This is an optimization exercise on Yosys and OpenROAD, whose aim is small area, not a production implementation.
Only simulation tests tie the RTL to the original design; equivalence was not proved.

[run.sh]
#!/bin/bash
# synth_recipe.tcl (not shown) runs the flow's synth.tcl, then flattens the netlist and writes it again
# the make line also repeats each setting of config.mk as NAME=value (left out here)
make -C /OpenROAD-flow-scripts/flow DESIGN_CONFIG=/design/flow/config.mk WORK_HOME=/design/flow/orfs CLKGATE_MAP_FILE= SYNTH_SCRIPT=/design/flow/synth_recipe.tcl finish
[config.mk]
export PLATFORM = sky130hd
export DESIGN_NAME = CC
export DESIGN_NICKNAME = CC
export VERILOG_FILES = /design/flow/design.v
export SDC_FILE = /design/flow/constraint.sdc
export NUM_CORES = 4
export LEC_CHECK = 0
export CAP_MARGIN = 20
export CORE_MARGIN = 2
export CORE_UTILIZATION = 40
export CTS_BUF_LIST = sky130_fd_sc_hd__clkbuf_8
export PLACE_DENSITY = 0.6
export SLEW_MARGIN = 20
[constraint.sdc]
create_clock -name core_clock -period 50.0 [get_ports {clk}]
set_input_delay 10.0000 -clock core_clock [delete_from_list [all_inputs] [get_ports {clk}]]
set_output_delay 10.0000 -clock core_clock [all_outputs]
set_load 0.01 [all_outputs]
[design.v]
module CC(
           clk,
           rst_n,
           in_valid,
           mode,
           xi,
           yi,
           out_valid,
           xo,
           yo
       );
input               clk, rst_n, in_valid;
input       [1:0]   mode;
input       [7:0]   xi, yi;
output              out_valid;
output      [7:0]   xo, yo;
localparam S_IDLE = 3'd0;
localparam S_CAP  = 3'd1;
localparam S_DIV  = 3'd2;
localparam S_RUN  = 3'd3;
localparam S_MUL  = 3'd4;
localparam S_OUT  = 3'd5;
reg [2:0] st;
reg [1:0] op;
reg [3:0] cnt;
reg [1:0] md;
reg       valid;
reg       gneg;
reg       first;
reg       ph;
reg [7:0] X, Y, YU;
reg [7:0] AX, AR, AE, BX, BR;
reg [8:0] BE;    
reg [13:0] AQ, BQ, DY;
reg [13:0] T1;
reg [15:0] ACC;
assign out_valid = valid;
assign xo = X & {8{valid}};
assign yo = Y & {8{valid}};
wire m0 = md == 2'd0;
wire m1 = md == 2'd1;
wire cap = (st == S_IDLE && in_valid) || st == S_CAP;
wire [1:0] pidx = (st == S_IDLE) ? 2'd0 : cnt[1:0];
wire p1 = cap && pidx == 2'd1;
wire p2 = cap && pidx == 2'd2;
wire p3 = cap && pidx == 2'd3;
wire [7:0] xprev = p3 ? (m1 ? X : BX) : AX;
wire [7:0] yprev = p3 ? (m1 ? Y : BE[7:0]) : YU;
wire [8:0] xsub = {xprev[7], xprev} + {~xi[7], ~xi} + 9'd1;
wire ycin = ~(pidx == 2'd2 && m0);
wire [8:0] ysub = {yprev[7], yprev} + {~yi[7], ~yi} + {8'd0, ycin};
wire [13:0] xsub14 = {{5{xsub[8]}}, xsub};
wire [13:0] ysub14 = {{5{ysub[8]}}, ysub};
wire div    = st == S_DIV;
wire render = st == S_RUN;
wire [8:0] et = AE + AR + {7'd0, div & AQ[7]};
wire [9:0] eu = {1'b0, et} + {2'b11, ~DY[7:0]};       
wire       ec = ~eu[9];
wire [7:0] rem_new = ec ? eu[7:0] : et[7:0];
wire div_final = div && cnt[2:0] == 3'd7;
wire [8:0] fQ = div ? {AQ[8], AQ[6:0], ec} : AQ[8:0];
wire [7:0] fR = div ? rem_new : AR;
wire [7:0] fE = div_final ? 8'd0 : rem_new;
wire [7:0] fX = AX + (AQ[7:0] & {8{render}}) + {7'd0, render & ec};
wire row_end  = ~first && X == AX;
wire last_row = Y == YU;
wire swap = div_final || (render && (first || row_end));
wire mul  = st == S_MUL;
wire smallop = m1 && op != 2'd3;
wire mstep = ~(smallop && cnt > 4'd6);
wire sh    = mul && (ph || !mstep);           
wire last  = sh && cnt == 4'd13;
wire sstep = cnt == (smallop ? 4'd6 : 4'd13);   
wire o0 = op == 2'd0, o1 = op == 2'd1, o2 = op == 2'd2, o3 = op == 2'd3;
reg        bitA, bitB;
reg [13:0] PA, PB;
always @(*) begin
    if (!m1) begin
        bitA = DY[0];  bitB = AQ[0];
        PA = BQ;  PB = {{5{BE[8]}}, BE};
    end else begin
        case (op)
            2'd0: begin bitA = T1[0]; bitB = BX[0]; end
            2'd1: begin bitA = DY[0]; bitB = AQ[0]; end
            2'd2: begin bitA = BQ[0]; bitB = BR[0]; end
            default: begin bitA = T1[0]; bitB = DY[0]; end
        endcase
        case (op)
            2'd0, 2'd1: begin PA = {{6{AR[7]}}, AR}; PB = {{6{AE[7]}}, AE}; end
            2'd2:       begin PA = {{6{AX[7]}}, AX}; PB = {{6{BE[7]}}, BE[7:0]}; end
            default:    begin PA = BQ;               PB = AQ;               end
        endcase
    end
end
wire neg  = (ph ? (m1 ? op[0] : gneg) : (m1 ? 1'b0 : ~gneg)) ^ sstep;
wire mbit = mstep & (ph ? bitB : bitA);
wire [13:0] PM = ph ? PB : PA;
wire [15:0] pp = ({{2{PM[13]}}, PM} ^ {16{neg}}) & {16{mbit}};
wire [15:0] accin = ACC & {16{cnt != 4'd0 || ph}};
wire [15:0] asum = accin + pp + {15'd0, mbit & neg};
wire drop = asum[0];
wire d_zero = (ACC == 16'd0) && (T1 == 14'd0);
always @(posedge clk or negedge rst_n) begin
    if (!rst_n) begin
        st    <= S_IDLE;
        valid <= 1'b0;
    end else begin
        case (st)
            S_IDLE: begin
                valid <= 1'b0;
                if (in_valid) st <= S_CAP;
            end
            S_CAP:
                if (pidx == 2'd3) st <= m0 ? S_DIV : S_MUL;
            S_DIV:
                if (cnt == 4'd15) begin
                    st    <= S_RUN;
                    valid <= 1'b1;
                end
            S_RUN:
                if (row_end && last_row) begin
                    st    <= S_IDLE;
                    valid <= 1'b0;
                end
            S_MUL:
                if (last && (m1 ? o3 : o1)) st <= S_OUT;
            S_OUT: begin
                st    <= S_IDLE;
                valid <= 1'b1;
            end
            default: st <= S_IDLE;
        endcase
    end
end
always @(posedge clk) begin
    if (st == S_IDLE)
        cnt <= 4'd1;
    else if (st == S_CAP && pidx == 2'd3)
        cnt <= 4'd0;
    else if (last)
        cnt <= 4'd0;
    else if (!mul || sh)
        cnt <= cnt + 4'd1;
    ph <= mul && mstep && !ph;
    if (cap)
        op <= 2'd0;
    else if (last)
        op <= op + 2'd1;
    if (div && cnt == 4'd15)
        first <= 1'b1;
    else if (render)
        first <= row_end;
    if (last && o0)
        gneg <= asum[15];
    else if (cap)
        gneg <= 1'b0;
    if (cap && pidx == 2'd0) begin
        md <= mode;
        YU <= yi;
    end
    if (cap && (pidx == 2'd0 || pidx == 2'd2))
        AX <= xi;
    else if (p3 && m1)
        AX <= xsub[7:0];                        
    else if (swap)
        AX <= BX;
    if (p1) begin
        AR <= xsub[7:0];                        
        AE <= ysub[7:0];                        
        T1 <= xsub14;                           
        BE[7:0] <= yi;
    end
    if (p1 || (p3 && !m1))
        BX <= (p1 && m1) ? ysub[7:0] : xi;      
    else if (swap)
        BX <= fX;
    else if (sh && m1 && o0)
        BX <= {BX[7], BX[7:1]};
    if (p2) begin
        X  <= xi;
        Y  <= yi;
        DY <= ysub14;
    end
    if (p2)
        AQ <= xsub14;
    else if (swap)
        AQ[8:0] <= BQ[8:0];
    else if (div)
        AQ[8:0] <= fQ;
    else if (sh && (m1 ? o1 : 1'b1))
        AQ <= {m1 ? drop : AQ[0], AQ[13:1]};
    if (p3)
        BQ <= xsub14;
    else if (swap)
        BQ[8:0] <= fQ;
    else if (sh && m1 && o2)
        BQ <= {drop, BQ[13:1]};
    if (sh && (m1 ? (o1 || o3) : 1'b1))
        DY <= {(m1 || o1) ? drop : DY[0], DY[13:1]};
    if (p3) begin
        if (m0) begin
            AR <= AQ[8] ? DY[7:0] : 8'd0;
            AE <= AQ[8] ? DY[7:0] : 8'd0;
        end
        BR <= m0 ? (xsub[8] ? DY[7:0] : 8'd0) : ysub[7:0];
        BE <= m0 ? {1'b0, xsub[8] ? DY[7:0] : 8'd0} : ysub;
    end else if (swap) begin
        AR <= BR; AE <= BE[7:0];
        BR <= fR; BE[7:0] <= fE;
    end else if (div) begin
        AR <= fR; AE <= fE;
    end else if (sh && m1 && o2)
        BR <= {BR[7], BR[7:1]};
    if (sh && m1 && (o0 || o3))
        T1 <= {drop, T1[13:1]};
    if (sh)
        ACC <= {asum[15], asum[15:1]};
    else if (mul)
        ACC <= asum;
    if (render) begin
        if (row_end) begin
            X <= BX;
            Y <= Y + 8'd1;
        end else
            X <= X + 8'd1;
    end
    if (st == S_OUT) begin
        X <= m1 ? 8'd0 : {ACC[2:0], DY[13:9]};
        Y <= m1 ? {6'd0, d_zero, ~ACC[15] & ~d_zero} : DY[8:1];
    end
end
endmodule
==> results of run 1 <==
==> worst min-delay path, delay by kind of cell, from the launching register on <==
family | cells | cell delay (ns)
flops | 1 | 0.36
compound gates | 2 | 0.14
==> sequential cells by signal (all words and copies together), names as in the netlist, 8 cells and up <==
name,cells
BE,9
BQ,14
T1,14
BX,8
Y,8
X,8
AX,8
AQ,14
AE,8
DY,14
BR,8
YU,8
ACC,16
AR,8
==> cells in the final DEF, fill, tap and decap left out, drive strengths merged, types with 19 or more instances in the layout <==
master | netlist | routed
o211ai | 31 | 31
clkdlybuf4s50 | 0 | 37
a31oi | 27 | 27
xnor2 | 46 | 46
a21oi | 111 | 111
edfxtp | 124 | 124
nor2 | 150 | 150
nand3 | 51 | 51
o21ai | 90 | 90
mux2i | 19 | 19
ha | 61 | 61
dfxtp | 32 | 32
o21a | 20 | 20
xor2 | 34 | 34
nand2 | 174 | 174
a22oi | 25 | 25
a21o | 22 | 22
nor2b | 25 | 25
buf | 14 | 23
inv | 53 | 59
and2 | 23 | 23
==> kinds of logic after synthesis <==
| group | count (synthesis) | synth area share (%) |
|---|---|---|
| adders and majority gates | 71 | 7.91 |
| and+or+nand+nor | 502 | 18.7 |
| buffers and inverters | 132 | 4.14 |
| AOI/OAI and AO/OA | 437 | 23.6 |
| xor gates and xnor gates | 80 | 5.94 |
| DFF | 160 | 36.7 |
| muxes | 33 | 2.96 |
==> worst paths after layout <==
check | startpoint | end | slack, ns | cells past startpoint
setup reg to reg | st[2] | BX[6] | 43.89 | 27
min in group asynchronous | rst_n | st[2] | 9.74 | 1
max in group asynchronous | rst_n | st[1] | 40.05 | 1
setup / recovery | xi[0] | AR[6] | 37.21 | 12
hold reg to reg | BR[2] | AR[2] | 0.53 | 2
hold / removal | BR[2] | AR[2] | 0.53 | 2
==> per-layer routing <==
layer	wire, um	GRT usage, %	part of all wire, %	up-vias
met5	0	0	0	-
met4	2200	13.7	5.0	0
met3	4230	5.31	9.5	112
met2	19000	41.6	43	678
met1	18900	39.2	43	5628
li1	-	-	-	5219
==> metrics by stage <==
step	instance area [sq um]	utilization [%]	instances	worst slack, ns
3_3_place_gp	12900	43.4	1787	36.84
6_report	13300	44.6	1820	37.21
2_1_floorplan	12200	-	1415	37.73
5_1_grt	13300	44.6	1820	37.04
3_5_place_dp	12900	43.4	1787	36.80
4_1_cts	13300	44.6	1819	37.30
==> final cells by class <==
type | instances | area, sq um | area share (%)
well taps | 390 | 488 | 3.67
clock buffers | 17 | 234 | 1.76
clock inverters | 15 | 134 | 1.01
multi-input cells | 1123 | 7220 | 54.3
repair buffers | 61 | 548 | 4.12
flip-flops and latches | 160 | 4460 | 33.6
inverters | 54 | 203 | 1.52
==> flow_metrics.tcl, run 1 <==
set metrics [dict create \
    gp_congestion 0.989 \
    cts_buffers 17 \
    cpPeakStageDelay_ns 0.61 \
    die-area_sq_um 31800 \
    yosysTopAreaCellShare_pct 30.6 \
    cts_tree "yes" \
    worst_path_dominant_cell_family "compound AO/OA/AOI/OAI gates" \
    clkLatencyLatePin_ns 0.50 \
    grt_max_degree 46 \
    die_h_um 178 \
    post_drt_wl_per_cell_um 24.3 \
    start_util_pct 40.9 \
    fp-row-count 63 \
    post-route-min-period_ns 12.79 \
    grtUsageTotal_pct 28.1 \
    coreArea_sq_um 29800 \
    cts_hold_buf 0 \
    start_kind "input pin" \
    antenna_found_initial 0 \
    setup_viol 0 \
    crit_chain "clkdlybuf4s50_1 > ha_1 > inv_2 > fa_1 > a21o_1 > a21oi_1 > nor2b_1 > o31ai_1 > a21boi_1 > mux2_2 > o21ai_1 > o211ai_1" \
    portBuffers 37 \
    postCtsSetupBuffers 0 \
    grt_pass1_wl_um 66500 \
    period_share_pct 25.6 \
    dp_hpwl_um 33000 \
    drv_slew 0 \
    synth_cell_type_count 76 \
    cts_resized 0 \
    drt-vias-per-instance 6.39 \
    ys_warn_count 1 \
    worst_pin_slew_ns 1.13 \
    antenna_left 0 \
    syn_avg_cell_area_sq_um 8.60 \
    whs_ns 0.532 \
    drtPass1Iterations 6 \
    clk_pin_slew_ns 0.10 \
    hold_violations 0 \
    fin_nets 1509 \
    clock_skew_ns 0.0221 \
    io_pins 38 \
    hp-class "flop to flop" \
    clock_path_buffers 2 \
    max_cap_violations 0 \
    cp_slowest_cell "a21boi_1" \
    htreeDepth 4 \
    outcome "complete, no violations" \
    root_buffer "clkbuf_8" \
    die_x_um 178 \
    timing.slew.headroom_pct 24.9 \
    async_flop_share_pct 2.50 \
    critical_path_buf_inv_count 2 \
    yosys.area.top_type "edfxtp_1" \
    yosysMostFrequentCell "nand2_1" \
    endpoint_kind "flop" \
    vias 11600 \
    layout-drive-gt1-share_pct 6.29 \
    grt_pass1_vias 10800 \
    syn_nets 1507 \
    cp.arrival_ns 13.18 \
    first_iter_violations 1500 \
    synthTopCellsByCount "174 x nand2_1, 149 x nor2_1, 124 x edfxtp_1, 110 x a21oi_1, 64 x clkbuf_1" \
    syn_area_sq_um 12200 \
    routed_wl_um 44300 \
    seq_area_frac_synth_pct 36.7 \
    n_fill_cell 2978 \
    synthTopCellsByArea "edfxtp_1 31%, ha_1 6.3%, nand2_1 5.4%" \
    ys.flop_type "edfxtp_1" \
    critPathRequiredTime_ns 50.39 \
    synth-edff-count 124 \
    antenna_cells 0 \
    drc_errors 0 \
    cp_max_fo 5 \
    grt_setup_unrepaired "false" \
    crit_type "input pin to flop" \
    syn_inst 1415 \
    grt-ovfl-total 0 \
    area_delta_synth_final_pct 9.21 \
    clock_sinks 160 \
    fin_tns_setup_ns 0 \
    fmax_ghz 0.0782 \
    ys_ff_latch 160 \
]
==> run 2, diff against run 1 <==
--- a/config.mk
+++ b/config.mk
@@ -10,3 +10,2 @@
 export CORE_UTILIZATION = 40
-export CTS_BUF_LIST = sky130_fd_sc_hd__clkbuf_8
 export PLACE_DENSITY = 0.6
==> flow_metrics.tcl, run 2 <==
set metrics [dict create \
    postCtsSetupBuffers 0 \
    max_cap_violations 0 \
    clock_skew_ns 0.0181 \
    period_share_pct 25.6 \
    async_flop_share_pct 2.50 \
    clock_path_buffers 2 \
    critPathRequiredTime_ns 50.35 \
    root_buffer "clkbuf_16" \
    stdcell_count 1819 \
    drtPass1Iterations 6 \
    syn_avg_cell_area_sq_um 8.60 \
    ys_warn_count 1 \
    grt_setup_unrepaired "false" \
    grtUsageTotal_pct 28.1 \
    die_h_um 178 \
    clk_pin_slew_ns 0.07 \
    yosysMostFrequentCell "nand2_1" \
    gp_congestion 0.989 \
    antenna_cells 0 \
    fp-row-count 63 \
    dp_hpwl_um 33000 \
    yosysTopAreaCellShare_pct 30.6 \
    cts_buffers 17 \
    syn_nets 1507 \
    regMostFlops "ACC" \
    clock_sinks 160 \
    portBuffers 37 \
    use_met1_pct 39.3 \
    syn_inst 1415 \
    ys_ff_latch 160 \
    drc_errors 0 \
    routed_wl_um 44300 \
    synthTopCellsByCount "174 x nand2_1, 149 x nor2_1, 124 x edfxtp_1, 110 x a21oi_1, 64 x clkbuf_1" \
    drt-vias-per-instance 6.44 \
    hp-class "flop to flop" \
    cp.arrival_ns 13.17 \
    hold_violations 0 \
    synth-edff-count 124 \
    clkLatencyLatePin_ns 0.45 \
    grt_max_degree 46 \
    endpoint_kind "flop" \
    outcome "complete, no violations" \
    vias 11700 \
    yosys.area.top_type "edfxtp_1" \
    drv_slew 0 \
    fin_tns_setup_ns 0 \
    worst_pin_slew_ns 1.16 \
    htreeDepth 4 \
    gr-max-usage-layer "met2" \
    grt_pass1_wl_um 66700 \
    seq_area_frac_synth_pct 36.7 \
    cp_max_fo 5 \
    antenna_found_initial 1 \
    cts_resized 0 \
    layout_commonest_cell "nand2_1" \
    synth_cell_type_count 76 \
    area_delta_synth_final_pct 10.7 \
    cts_tree "yes" \
    start_kind "input pin" \
    die-area_sq_um 31800 \
    use_met3_pct 5.43 \
    syn_area_sq_um 12200 \
    coreArea_sq_um 29800 \
    post-route-min-period_ns 12.82 \
    start_util_pct 40.9 \
    grt_use_met2_pct 41.7 \
    grt_pass1_vias 10700 \
    dp.cells 1787 \
    crit_type "input pin to flop" \
    io_pins 38 \
    post_drt_wl_per_cell_um 24.4 \
    fin_nets 1508 \
    layout-drive-gt1-share_pct 6.23 \
    largest_reg_flops 16 \
    first_iter_violations 1649 \
    setup_viol 0 \
    synthTopCellsByArea "edfxtp_1 31%, ha_1 6.3%, nand2_1 5.4%" \
    die_x_um 178 \
    timing.slew.headroom_pct 21.6 \
    final_cell_mix "174 x nand2_1, 148 x nor2_1, 124 x edfxtp_1, 110 x a21oi_1, 61 x ha_1" \
    cts_hold_buf 0 \
    antenna_left 0 \
    ys.flop_type "edfxtp_1" \
    grt-ovfl-total 0 \
    fmax_ghz 0.0780 \
]
==> run 2: changes by cell type in the layout (fill, tap and decap cells not counted) <==
cell / change
clkbuf_1: +1
clkbuf_2: -1
inv_1: -1
clkbuf_8: -17
clkbuf_16: +17
==> run 2: path summary, 6_finish.rpt <==
path,from,to,slack (ns),depth (start not counted)
max,xi[0],AR[6],37.18,12
min,BR[2],AR[2],0.53,2
max reg2reg,st[2],BX[6],43.93,27
min reg2reg,BR[2],AR[2],0.53,2
max in group asynchronous,rst_n,st[1],40.01,1
min in group asynchronous,rst_n,st[2],9.79,1
==> run 2: layer usage <==
| layer | part of all wire (%) | wire length [um] | up-vias |
|---|---|---|---|
| met4 | 4.9 | 2170 | 0 |
| met2 | 43 | 19000 | 744 |
| met3 | 9.9 | 4380 | 112 |
| met5 | 0 | 0 | - |
| li1 | - | - | 5217 |
| met1 | 42 | 18800 | 5636 |
==> run 2: cell type report <==
class,instances,area [sq um]
fillers,2957,16300
multi-input cells,1123,7220
flip-flops and latches,160,4460
repair buffers,60,543
well taps,390,488
clock buffers,18,429
inverters,54,203
clock inverters,14,130
==> run 2: cell families (layout without fill, tap and decap cells) <==
group                      after synthesis  after routing  synth area share (%)
and+or+nand+nor                        502            502                  18.7
AOI/OAI and AO/OA                      437            437                  23.6
DFF                                    160            160                  36.7
buffers and inverters                  132            146                  4.14
xor gates and xnor gates                80             80                  5.94
adders and majority gates               71             71                  7.91
muxes                                   33             33                  2.96
==> run 2: stage by stage <==
stage | setup slack, ns | hold WS (ns) | utilization, % | area [sq um]
final | 37.18 | 0.531 | 45.2 | 13500
after global routing | 36.99 | 0.551 | 45.2 | 13500
after CTS | 37.25 | 0.524 | 45.2 | 13500
after detailed placement | 36.80 | 0.506 | 43.4 | 12900
after global placement | 36.84 | 0.507 | 43.4 | 12900
after floorplan | 37.73 | 0.465 | - | 12200
==> run 2: critical path, cell delays in order <==
cell and delay, ns:
clkdlybuf4s50_1 0.56, ha_1 0.19, inv_2 0.05, fa_1 0.39, a21o_1 0.18, a21oi_1 0.29, nor2b_1 0.11, o31ai_1 0.34
a21boi_1 0.60, mux2_2 0.28, o21ai_1 0.06, o211ai_1 0.11

-- re-timing with driven ports --
The flow's constraints put no driver on any port. The routed layouts listed below were extracted and timed again, unchanged, in two steps.
Step 1 assumes that a clkbuf_16 drives the clock port and a buf_2 every other input.
Step 2 also shifts input and output timing later by t, the mid clock arrival at the registers, as if the neighbouring blocks saw the same clock.
a / b / c = ideal / step 1 / step 2; a / b = the first two.
| run | shift t [ns] | slack for setup (ns) | worst setup path after step 2 |
|---|---|---|---|
| run 1 | 0.536 | 37.209 / 37.230 / 36.694 | input to register |
| run 2 | 0.494 | 37.175 / 37.201 / 36.707 | input to register |
After both steps setup and hold are still met in every run listed. For run 1, which loses most, drivers alone change the setup slack by +0.021 ns; drivers and shift together by -0.515 ns.
